From an optimization exercise on the open Yosys and OpenROAD flow, aimed at small area and few clock cycles; shortcuts taken in it are not production practice.
In this exercise RTL edits were held to simulation tests only and were not proved equivalent to the original.

==> v20: inputs <==
## IOTDF
module IOTDF( clk, rst, in_en, iot_in, fn_sel, busy, valid, iot_out);
==> module CRC, before the edit <==
module CRC
(
	input  [3 : 0] k,       
	input  [7 : 0] iot_in,
	input  [1 : 0] crc,     
	output [1 : 0] crc_nx
);
reg [7 : 0] m1, m2;
always @ (*)
begin
	case (k)
		4'd0, 4'd3, 4'd6, 4'd9, 4'd12, 4'd15: begin m1 = 8'hDB; m2 = 8'h6D; end
		4'd1, 4'd4, 4'd7, 4'd10, 4'd13:       begin m1 = 8'hB6; m2 = 8'hDB; end
		default:                              begin m1 = 8'h6D; m2 = 8'hB6; end
	endcase
end
assign crc_nx = {crc[1] ^ (^(iot_in & m2)), crc[0] ^ (^(iot_in & m1))};
endmodule
export LEC_CHECK = 0
export CAP_MARGIN = 20
export CORE_MARGIN = 2
export CORE_UTILIZATION = 50
export SLEW_MARGIN = 20
create_clock -name core_clock -period 8.0 [get_ports {clk}]
standard.sh (not shown) runs the stock make flow with config.mk's settings and CLKGATE_MAP_FILE= SYNTH_SCRIPT=/design/flow/synth_recipe.tcl, a recipe that flattens the netlist after the stock synthesis.
==> flow/flow/run.sh <==
#!/bin/bash
# Own layout flow: the standard flow (standard.sh) with
#  - synthesis: the standard synthesis script, but ABC maps for area
#    (flow/abc_area.script) instead of ORFS's speed script; registers are
#    mapped by the same dfflibmap step, so they keep their names and cells;
#    the half/full adder extraction step is skipped (ADDER_MAP_FILE empty);
#  - port buffers: sky130_fd_sc_hd__buf_1 on every input and output port;
#  - clock tree: no dummy loads, smaller clock buffers.
# Every tool's output goes to flow_*.log in this folder.
set -euo pipefail
here=$(pwd)
{
  echo 'proc abc {args} {'
  echo '  set i [lsearch -exact $args -script]'
  echo "  if {\$i >= 0} { set args [lreplace \$args [expr {\$i + 1}] [expr {\$i + 1}] {$here/flow/abc_area.script}] }"
  echo '  yosys abc {*}$args'
  echo '}'
  cat synth_recipe.tcl
} > own_synth.tcl
sed -e 's#synth_recipe\.tcl#own_synth.tcl#g' -e 's#CLKGATE_MAP_FILE= #CLKGATE_MAP_FILE= ADDER_MAP_FILE= #' standard.sh > own_standard.sh
grep -q own_synth.tcl own_standard.sh
grep -q 'ADDER_MAP_FILE= ' own_standard.sh
export BUFFER_PORTS_ARGS="-buffer_cell sky130_fd_sc_hd__buf_1"
export CTS_ARGS="-sink_clustering_enable -repair_clock_nets -dont_use_dummy_load -buf_list {sky130_fd_sc_hd__clkbuf_4 sky130_fd_sc_hd__clkbuf_8} -root_buf sky130_fd_sc_hd__clkbuf_8"
bash own_standard.sh > flow_orfs.log 2>&1
test -s out/final.def
==> flow/flow/abc_area.script <==
strash
dc2
dch -f
map -a
stime -p
==> v26 (differences from v20) <==
--- a/flow/design.v
+++ b/flow/design.v
@@ -1117,17 +1117,21 @@
 (
 	input  [3 : 0] k,       
 	input  [7 : 0] iot_in,
 	input  [1 : 0] crc,     
 	output [1 : 0] crc_nx
 );
-reg [7 : 0] m1, m2;
+wire q0 = iot_in[0] ^ iot_in[3] ^ iot_in[6];
+wire q1 = iot_in[1] ^ iot_in[4] ^ iot_in[7];
+wire q2 = iot_in[2] ^ iot_in[5];
+wire qa = q0 ^ q1 ^ q2;
+reg  n1, n2;    
 always @ (*)
 begin
 	case (k)
-		4'd0, 4'd3, 4'd6, 4'd9, 4'd12, 4'd15: begin m1 = 8'hDB; m2 = 8'h6D; end
-		4'd1, 4'd4, 4'd7, 4'd10, 4'd13:       begin m1 = 8'hB6; m2 = 8'hDB; end
-		default:                              begin m1 = 8'h6D; m2 = 8'hB6; end
+		4'd0, 4'd3, 4'd6, 4'd9, 4'd12, 4'd15: begin n1 = q2; n2 = q1; end   
+		4'd2, 4'd5, 4'd8, 4'd11, 4'd14:       begin n1 = q1; n2 = q0; end   
+		default:                              begin n1 = q0; n2 = q2; end   
 	endcase
 end
-assign crc_nx = {crc[1] ^ (^(iot_in & m2)), crc[0] ^ (^(iot_in & m1))};
+assign crc_nx = {crc[1] ^ qa ^ n2, crc[0] ^ qa ^ n1};
 endmodule
==> flow/flow/run.sh (replaced) <==
#!/bin/bash
# Own layout flow: the standard flow (standard.sh) with
#  - synthesis: the standard synthesis script, but ABC maps for area
#    (flow/abc_area.script: deepsyn restructuring, then amap) instead of ORFS's speed script; registers are
#    mapped by the same dfflibmap step, so they keep their names and cells;
#    the half/full adder extraction step is skipped (ADDER_MAP_FILE empty);
#  - port buffers: sky130_fd_sc_hd__buf_1 on every input and output port;
#  - clock tree: no dummy loads, fewer and larger leaf clusters.
# Every tool's output goes to flow_*.log in this folder.
set -euo pipefail
here=$(pwd)
{
  echo 'proc abc {args} {'
  echo '  set i [lsearch -exact $args -script]'
  echo "  if {\$i >= 0} { set args [lreplace \$args [expr {\$i + 1}] [expr {\$i + 1}] {$here/flow/abc_area.script}] }"
  echo '  yosys abc {*}$args'
  echo '}'
  cat synth_recipe.tcl
} > own_synth.tcl
sed -e 's#synth_recipe\.tcl#own_synth.tcl#g' -e 's#CLKGATE_MAP_FILE= #CLKGATE_MAP_FILE= ADDER_MAP_FILE= #' standard.sh > own_standard.sh
grep -q own_synth.tcl own_standard.sh
grep -q 'ADDER_MAP_FILE= ' own_standard.sh
export BUFFER_PORTS_ARGS="-buffer_cell sky130_fd_sc_hd__buf_1"
export CTS_ARGS="-sink_clustering_enable -repair_clock_nets -dont_use_dummy_load -buf_list {sky130_fd_sc_hd__clkbuf_16} -root_buf sky130_fd_sc_hd__clkbuf_16 -sink_clustering_size 25 -sink_clustering_max_diameter 70"
bash own_standard.sh > flow_orfs.log 2>&1
test -s out/final.def
==> flow/flow/abc_area.script (replaced) <==
strash
&get -n
&deepsyn -T 60
&put
dch -f
amap
stime -p
==> v3 (differences from v20) <==
--- a/flow/design.v
+++ b/flow/design.v
@@ -100,25 +100,27 @@
 			q_x   <= p_a & !b_c;
 			sh_px <= p_c;
 			sh_qa <= p_c | a_hi;
 		end
 	end
 end
-reg [1 : 0] rot;
-always @ (*)
+wire       run  = (in_en | (cnt != 11'd0)) & (cnt != 11'h7FF);
+wire [3 : 0] k_nx = run ? k + 4'd1 : k;
+reg  [3 : 0] rot;
+always @ (posedge clk)
 begin
 	if (m_enc)
-		rot = (k == 4'd0 || k == 4'd1 || k == 4'd8 || k == 4'd15) ? 2'd0 : 2'd1;
+		rot <= (k_nx == 4'd0 || k_nx == 4'd1 || k_nx == 4'd8 || k_nx == 4'd15) ? 4'b0001 : 4'b0010;
 	else if (m_dec)
-		rot = (k == 4'd0 || k == 4'd7 || k == 4'd14 || k == 4'd15) ? 2'd2 : 2'd3;
+		rot <= (k_nx == 4'd0 || k_nx == 4'd7 || k_nx == 4'd14 || k_nx == 4'd15) ? 4'b0100 : 4'b1000;
 	else
-		case (k)
-			4'd0, 4'd1, 4'd6, 4'd8, 4'd10, 4'd12, 4'd14: rot = 2'd0;
-			4'd2: rot = 2'd3;
-			4'd3: rot = 2'd1;
-			default: rot = 2'd2;
+		case (k_nx)
+			4'd0, 4'd1, 4'd6, 4'd8, 4'd10, 4'd12, 4'd14: rot <= 4'b0001;
+			4'd2: rot <= 4'b1000;
+			4'd3: rot <= 4'b0010;
+			default: rot <= 4'b0100;
 		endcase
 end
 wire [127 : 0] a_nx, a_view, a_ld;
 DES_ROUND u_round (.st(A), .rot(rot), .enc(m_enc), .f_on(m_des), .nx(a_nx), .view(a_view));
 DES_LOAD  u_load  (.blk(x_nx), .st(a_ld));
 wire load = last & (m_des | m_crc | (m_mm & (stl | g_first | (g_last ? (p_c & b_a) : r_a))));
@@ -136,13 +138,13 @@
 begin
 	if (rst)
 	begin
 		cnt <= 11'd0;
 		stl <= 1'b0;
 	end
-	else if (in_en | (cnt != 11'd0))
+	else if (run)
 	begin
 		cnt[3 : 0] <= cnt[3 : 0] + 4'd1;
 		if (last)
 		begin
 			if (!stl)
 				cnt[10 : 4] <= cnt[10 : 4] + 7'd1;
@@ -157,30 +159,28 @@
 assign iot_out = {a_view[127 : 3], m_crc ? {crc, 1'b0} : a_view[2 : 0]};
 assign busy = m_mm & ((stl & !last) | (last & g_last & !stl & stall));
 endmodule
 module DES_ROUND
 (
 	input  [127 : 0] st,       
-	input  [1 : 0]   rot,      
+	input  [3 : 0]   rot,      
 	input            enc,      
 	input            f_on,     
 	output [127 : 0] nx,       
 	output [127 : 0] view      
 );
 wire [27 : 0] c = st[119 : 92];
 wire [27 : 0] d = st[91 : 64];
-reg  [27 : 0] cn, dn;
-always @ (*)
-begin
-	case (rot)
-		2'd0: begin cn = {c[26 : 0], c[27]};      dn = {d[26 : 0], d[27]};      end
-		2'd1: begin cn = {c[25 : 0], c[27 : 26]}; dn = {d[25 : 0], d[27 : 26]}; end
-		2'd2: begin cn = {c[0], c[27 : 1]};       dn = {d[0], d[27 : 1]};       end
-		default: begin cn = {c[1 : 0], c[27 : 2]}; dn = {d[1 : 0], d[27 : 2]}; end
-	endcase
-end
+wire [27 : 0] cn = ({28{rot[0]}} & {c[26 : 0], c[27]})
+                 | ({28{rot[1]}} & {c[25 : 0], c[27 : 26]})
+                 | ({28{rot[2]}} & {c[0], c[27 : 1]})
+                 | ({28{rot[3]}} & {c[1 : 0], c[27 : 2]});
+wire [27 : 0] dn = ({28{rot[0]}} & {d[26 : 0], d[27]})
+                 | ({28{rot[1]}} & {d[25 : 0], d[27 : 26]})
+                 | ({28{rot[2]}} & {d[0], d[27 : 1]})
+                 | ({28{rot[3]}} & {d[1 : 0], d[27 : 2]});
 wire [47 : 0] k  = PC2(enc ? {cn, dn} : {c, d});
 wire [31 : 0] fo = F(st[31 : 0], k) & {32{f_on}};
 wire [63 : 0] lr = {st[31 : 0], st[63 : 32] ^ fo};
 assign nx   = {st[127 : 120], cn, dn, lr};
 assign view = {inv_key({st[127 : 120], cn, dn}), final_ciphertext({lr[31 : 0], lr[63 : 32]})};
 function automatic [63 : 0] inv_key;
@@ -1117,17 +1117,21 @@
 (
 	input  [3 : 0] k,       
 	input  [7 : 0] iot_in,
 	input  [1 : 0] crc,     
 	output [1 : 0] crc_nx
 );
-reg [7 : 0] m1, m2;
+wire q0 = iot_in[0] ^ iot_in[3] ^ iot_in[6];
+wire q1 = iot_in[1] ^ iot_in[4] ^ iot_in[7];
+wire q2 = iot_in[2] ^ iot_in[5];
+wire qa = q0 ^ q1 ^ q2;
+reg  n1, n2;    
 always @ (*)
 begin
 	case (k)
-		4'd0, 4'd3, 4'd6, 4'd9, 4'd12, 4'd15: begin m1 = 8'hDB; m2 = 8'h6D; end
-		4'd1, 4'd4, 4'd7, 4'd10, 4'd13:       begin m1 = 8'hB6; m2 = 8'hDB; end
-		default:                              begin m1 = 8'h6D; m2 = 8'hB6; end
+		4'd0, 4'd3, 4'd6, 4'd9, 4'd12, 4'd15: begin n1 = q2; n2 = q1; end   
+		4'd2, 4'd5, 4'd8, 4'd11, 4'd14:       begin n1 = q1; n2 = q0; end   
+		default:                              begin n1 = q0; n2 = q2; end   
 	endcase
 end
-assign crc_nx = {crc[1] ^ (^(iot_in & m2)), crc[0] ^ (^(iot_in & m1))};
+assign crc_nx = {crc[1] ^ qa ^ n2, crc[0] ^ qa ^ n1};
 endmodule
==> flow/flow/run.sh (replaced) <==
#!/bin/bash
# Own layout flow: the standard flow (standard.sh) with
#  - synthesis: the standard synthesis script, but ABC maps for area
#    (flow/abc_area.script: deepsyn restructuring, then amap) instead of ORFS's speed script; registers are
#    mapped by the same dfflibmap step, so they keep their names and cells;
#    the half/full adder extraction step is skipped (ADDER_MAP_FILE empty);
#  - port buffers: sky130_fd_sc_hd__buf_1 on every input and output port;
#  - clock tree: no dummy loads, fewer and larger leaf clusters.
# Every tool's output goes to flow_*.log in this folder.
set -euo pipefail
here=$(pwd)
{
  echo 'proc abc {args} {'
  echo '  set i [lsearch -exact $args -script]'
  echo "  if {\$i >= 0} { set args [lreplace \$args [expr {\$i + 1}] [expr {\$i + 1}] {$here/flow/abc_area.script}] }"
  echo '  yosys abc {*}$args'
  echo '}'
  cat synth_recipe.tcl
} > own_synth.tcl
sed -e 's#synth_recipe\.tcl#own_synth.tcl#g' -e 's#CLKGATE_MAP_FILE= #CLKGATE_MAP_FILE= ADDER_MAP_FILE= #' standard.sh > own_standard.sh
grep -q own_synth.tcl own_standard.sh
grep -q 'ADDER_MAP_FILE= ' own_standard.sh
export BUFFER_PORTS_ARGS="-buffer_cell sky130_fd_sc_hd__buf_1"
export CTS_ARGS="-sink_clustering_enable -repair_clock_nets -dont_use_dummy_load -buf_list {sky130_fd_sc_hd__clkbuf_16} -root_buf sky130_fd_sc_hd__clkbuf_16 -sink_clustering_size 25 -sink_clustering_max_diameter 70"
bash own_standard.sh > flow_orfs.log 2>&1
test -s out/final.def
==> flow/flow/abc_area.script (replaced) <==
strash
&get -n
&deepsyn -T 150
&put
dch -f
amap
stime -p
Settings changed: CORE_UTILIZATION 50 to 60.
==> comparison table <==
                                                                                        v26                              v20                        v3
Fraction of area in registers                                                         42.4%                            40.9%                     45.1%
Count of buffers not belonging to the clock network in the layout                       196                              179                       169
First-pass iteration count of the detailed router                                         6                                6                        12
Inverters, non-clock                                                                    221                              302                       282
Most common cell after layout, fill and taps aside                 sky130_fd_sc_hd__dfxtp_1         sky130_fd_sc_hd__nand2_1  sky130_fd_sc_hd__dfxtp_1
Area post-placement                                                             0.0189 mm^2                      0.0195 mm^2               0.0183 mm^2
Async set-reset flop share out of synthesis                                           2.92%                            2.92%                     2.89%
Critical path depth                                                                      31                               28                        20
Final WS setup                                                                     0.337 ns                         0.302 ns                  0.437 ns
Number of flip-flops and latches in the synthesized netlist                             411                              411                       415
Highest achievable clock rate                                                       131 MHz                          130 MHz                   132 MHz
Die Height                                                                           190 um                           195 um                    174 um
Number of CTS-inserted buffers                                                           27                               69                        23
Min-delay src                                                                        Y[118]                           Y[113]                    Y[120]
Outcome                                                             complete, no violations          complete, no violations   complete, no violations
Worst reg-to-reg path cell count                                                         27                               24                        22
Largest cell class by area                                           flip-flops and latches  multi-input combinational cells    flip-flops and latches
Testbench counts of v20, summed over its fixed seeds: cycles 85,120.
Testbench counts of v26, summed over its fixed seeds: cycles 85,120.
Testbench counts of v3, summed over its fixed seeds: cycles 85,120.

[what the ideal ports hide]
No port has a modelled driver above. Below, the same layouts with a new extraction and two added sets of constraints.
Step 1 assumes that a clkbuf_16 drives the clock port and a buf_2 every other input.
Step 2 also shifts input and output timing later by t, the mid clock arrival at the registers, as if the neighbouring blocks saw the same clock.
a / b / c = ideal / step 1 / step 2; a / b = the first two.
run	t, ns	setup slack, ns	slew at the worst register clock pin (ns)	cell pins on the clock port's net
v20	0.658	0.302 / 0.249 / 0.907	0.06 / 0.06	1
v26	0.619	0.337 / 0.281 / 0.900	0.10 / 0.10	1
v3	0.578	0.437 / 0.385 / 0.963	0.10 / 0.10	1
After both steps every run listed still meets setup and hold.
